Source: an optimization exercise on an open RTL-to-GDS flow (aim: small area and a short achievable clock period). Production flows keep margins and buffers that such runs may drop.
At most, simulation tests tie the RTL to the original design; equivalence was not proved.

## JK
==> flow/design.v <==
module fft_3_8 #(
 parameter DBW = 8,
 parameter CBW = 3) (
 input                  clk,
 input                  rstx,
 input                  clear,
 input      [  DBW-1:0] din,
 output reg [2*DBW-1:0] dout );
reg [2:0] cnt;
always @(posedge clk or negedge rstx)
  if (!rstx)      cnt <= 3'd0;
  else if (clear) cnt <= 3'd0;
  else            cnt <= cnt + 3'd1;
wire [2:0] cntn = clear ? 3'd0 : cnt + 3'd1;
wire [7:0] ph  = 8'd1 << cnt;
wire [7:0] phn = 8'd1 << cntn;                       
reg [7:0] din_r, sr1, sr2, sr3, sr4, opb;
wire st1 = ph[5] | ph[6] | ph[7] | ph[0];
wire [9:0] sum = {{2{sr4[7]}}, sr4} + {{2{opb[7]}}, opb} + 10'd1;
wire [8:0] nd  = {opb[7], opb} - {sr4[7], sr4};
wire [7:0] s   = sum[8:1];
wire       sat = (sr4 == 8'h7f) && (opb == 8'h80);    
wire [7:0] q   = sat ? 8'h81 : nd[8:1];
always @(posedge clk) begin
  din_r <= din;
  sr1   <= st1 ? s : din_r;
  sr2   <= sr1;
  sr3   <= ph[1] ? s : sr2;              
  sr4   <= sr3;
  opb   <= (ph[0] | ph[1]) ? sr1 : ph[2] ? s : din;
end
reg [7:0] d0, d1, d2, d3;       
reg [7:0] c1, c5, x0, x4;       
always @(posedge clk) begin
  if (ph[5]) d0 <= q;
  if (ph[6]) d1 <= q;
  if (ph[7]) d2 <= q;
  if (ph[0]) d3 <= q;
  if (ph[1]) c1 <= q;
  if (ph[2]) c5 <= q;
  if (ph[3]) begin x0 <= s; x4 <= q; end
end
reg tneg;
always @(posedge clk) tneg <= phn[4];
wire [8:0] tq3 = {{2{d1[7]}}, d1[7:1]} ^ {9{tneg}};
wire [8:0] tq7 = {{2{d3[7]}}, d3[7:1]};
wire [1:0] tk  = {1'b0, tneg} + {1'b0, d3[0]};
wire [8:0] tsum = tq3 + tq7 + {7'd0, tk};
reg  [8:0] t;
always @(posedge clk) t <= tsum;
wire [13:0] tx = {{5{t[8]}}, t};
wire [13:0] q1 = tx << 5, q2 = tx << 3, q3 = tx << 2;
wire [13:0] ps1 = q1 ^ q2 ^ q3;
wire [13:0] pc1 = {(q1[12:0] & q2[12:0]) | (q1[12:0] & q3[12:0]) | (q2[12:0] & q3[12:0]), 1'b0};
wire [13:0] ps2 = ps1 ^ pc1 ^ tx;
wire [13:0] pc2 = {(ps1[12:0] & pc1[12:0]) | (ps1[12:0] & tx[12:0]) | (pc1[12:0] & tx[12:0]), 1'b0};
wire [13:0] p45 = ps2 + pc2;
wire        e   = d3[0];
wire        pz  = t[5:0] == 6'd0;         
wire        pc  = e && (p45[5:0] < 6'd45);
wire        pcy = pc | (e ? (p45[5:0] == 6'd45) : pz);
reg [7:0] h1, h2;
reg [6:0] wq1, wq5;
reg       wp5, z1, z2, c1f, c2f, y1, y2;
always @(posedge clk) begin
  if (ph[5]) begin h1 <= p45[13:6]; z1 <= pz; c1f <= pc; y1 <= pcy;    
                   wq1 <= d0[7:1]; wq5 <= d2[7:1]; wp5 <= d2[0]; end
  if (ph[6]) begin h2 <= p45[13:6]; z2 <= pz; c2f <= pc; y2 <= pcy; end  
end
reg [7:0] lp;                           
always @(posedge clk) lp <= phn;
wire rx0  = lp[6];                                
wire rx4  = lp[7];                                
wire rc1  = lp[0] | lp[1];                        
wire rcx  = lp[2] | lp[3] | lp[4] | lp[5];        
wire rinv = lp[3] | lp[4];
wire r3   = lp[3];
wire r4   = lp[4];
wire r5   = lp[5];
wire ic5  = lp[0];                                
wire ic6  = lp[1];                                
wire im   = lp[2] | lp[3];
wire in   = lp[4] | lp[5];
wire iinv = lp[3] | lp[5];
wire [8:0] are = ({9{rx0}} & {x0, 1'b0})
               | ({9{rx4}} & {~x4, 1'b1})
               | ({9{rc1}} & ~{c1[7], c1})
               | ({9{rcx}} & ~{{2{wq1[6]}}, wq1});
wire [7:0] bre = ({8{rcx}} & h1) ^ {8{rinv}};
wire [8:0] bre9 = {bre[7], bre};
wire [1:0] kre = rx0 ? 2'd0
               : rx4 ? 2'd1
               : r5  ? {~c1f, c1f}
               :       {1'b1, (r3 & z1) | (r4 & y1)};
wire [8:0] vre = are + bre9 + {7'd0, kre};
wire [8:0] aim = ({9{ic5}} & {c5[7], c5})
               | ({9{ic6}} & ~{c5[7], c5})
               | ({9{im}} & {{2{wq5[6]}}, wq5})
               | ({9{in}} & ~{{2{wq5[6]}}, wq5});
wire [7:0] bim = ({8{im | in}} & h2) ^ {8{iinv}};
wire [8:0] bim9 = {bim[7], bim};
wire [1:0] kim = ic5 ? 2'd1
               : ic6 ? 2'd2
               : im  ? 2'd1 + {1'b0, wp5} + {1'b0, r3 & z2}
               : r4  ? {~c2f, c2f}
               : r5  ? {1'b1, y2}
               :       2'd0;
wire [8:0] vim = aim + bim9 + {7'd0, kim};
always @(posedge clk) dout <= {vim[8:1], vre[8:1]};
endmodule
export LEC_CHECK = 0
export CAP_MARGIN = 20
export CORE_MARGIN = 2
export CORE_UTILIZATION = 40
export CTS_BUF_LIST = sky130_fd_sc_hd__clkbuf_8
export CTS_CLUSTER_DIAMETER = 100
export CTS_CLUSTER_SIZE = 30
export SETUP_SLACK_MARGIN = 5
export SLEW_MARGIN = 20
create_clock -name core_clock -period 9.5 [get_ports {clk}]
standard.sh (not shown) runs the stock make flow with config.mk's settings and CLKGATE_MAP_FILE= SYNTH_SCRIPT=/design/flow/synth_recipe.tcl, a recipe that flattens the netlist after the stock synthesis.
==> flow/flow/run.sh <==
#!/bin/bash
set -euo pipefail
MARGIN=${MARGIN:-6.5}
sed -e "s/SETUP_SLACK_MARGIN=[0-9.]*/SETUP_SLACK_MARGIN=$MARGIN/" \
    -e "s/ SLEW_MARGIN=/ BUFFER_PORTS_ARGS='-buffer_cell sky130_fd_sc_hd__buf_2' SLEW_MARGIN=/" \
    standard.sh > margin_flow.sh
bash margin_flow.sh > margin_flow.log 2>&1
## Diff of input files: MS against JK
-- flow/design.v --
<<< JK, line 68
  if (ph[6]) begin h2 <= p45[13:6]; z2 <= pz; c2f <= pc; y2 <= pcy; end  
end
reg [7:0] lp;                           
always @(posedge clk) lp <= phn;
wire rx0  = lp[6];                                
wire rx4  = lp[7];                                
wire rc1  = lp[0] | lp[1];                        
wire rcx  = lp[2] | lp[3] | lp[4] | lp[5];        
wire rinv = lp[3] | lp[4];
wire r3   = lp[3];
wire r4   = lp[4];
wire r5   = lp[5];
wire ic5  = lp[0];                                
wire ic6  = lp[1];                                
wire im   = lp[2] | lp[3];
wire in   = lp[4] | lp[5];
wire iinv = lp[3] | lp[5];
wire [8:0] are = ({9{rx0}} & {x0, 1'b0})
               | ({9{rx4}} & {~x4, 1'b1})
>>> MS, line 68
  if (ph[6]) begin h2 <= p45[13:6]; z2 <= pz; c2f <= pc; y2 <= pcy; end  
end
reg rx0, rx4, rc1, rcx, rinv, r3, r4, r5;                    
reg ic5, ic6, im, in, iinv;                                  
always @(posedge clk) begin
    rx0  <= phn[6];                                    
    rx4  <= phn[7];                                    
    rc1  <= phn[0] | phn[1];                           
    rcx  <= phn[2] | phn[3] | phn[4] | phn[5];         
    rinv <= phn[3] | phn[4];
    r3   <= phn[3];
    r4   <= phn[4];
    r5   <= phn[5];
    ic5  <= phn[0];                                    
    ic6  <= phn[1];                                    
    im   <= phn[2] | phn[3];
    in   <= phn[4] | phn[5];
    iinv <= phn[3] | phn[5];
  end
wire [8:0] are = ({9{rx0}} & {x0, 1'b0})
               | ({9{rx4}} & {~x4, 1'b1})
Findings:
- Every run (JK and MS) finished clean.
- Compared with JK, MS shows a lower post-synthesis share of cell area spent on full adders, half adders and majority gates.
- Taking JK as the reference, in MS distinct cell type count after synthesis rose 5; first-pass GRT wire length now larger; complex-gate fraction of the synthesized area went down by 1.3 points; register clock-pin slew on the reported worst setup and hold paths fell by 0.02 ns.
- MS ended with more overall die area than JK.
- Changes observed in MS relative to JK: hold slack rose 0.011 ns, row count comparable.
- Looking at JK and MS, the async set or reset register ratio after synthesis is a wash.
- Across both runs, utilization was lower for MS than for JK.
- Relative to JK, total buffers and inverters traversed by the critical path has increased by 2 in MS.
- As far as total negative setup slack goes, MS and JK are indistinguishable; the numbers are identical.
- Any difference in final wirelength between JK and MS is small enough to ignore.
The RTL of JK was laid out without a check of its function.

[static timing again, ports no longer ideal]
Ports are ideal in the flow. The routed layouts listed here were re-timed in OpenROAD.
Step 1, drivers: a clkbuf_16 drives clk and a buf_2 each remaining input, both assumed.
Step 2, shift: input delay + t, output delay - t, t = (earliest + latest rising clock arrival at the registers) / 2. This alone moves slack from input paths to output paths.
Slacks: no drivers / after step 1 / after step 2; pairs: no drivers / after step 1.
run | shift t [ns] | setup slack, ns | worst setup path at the end | worst register clock-pin slew, ns
JK | 0.494 | 6.510 / 6.510 / 6.510 | register to register | 0.12 / 0.12
MS | 0.502 | 6.640 / 6.640 / 6.598 | input to register | 0.10 / 0.10
After both steps setup and hold are still met in every run listed. The setup slack of MS, which loses most, moves by 0.000 ns with the drivers and by -0.042 ns with both steps.
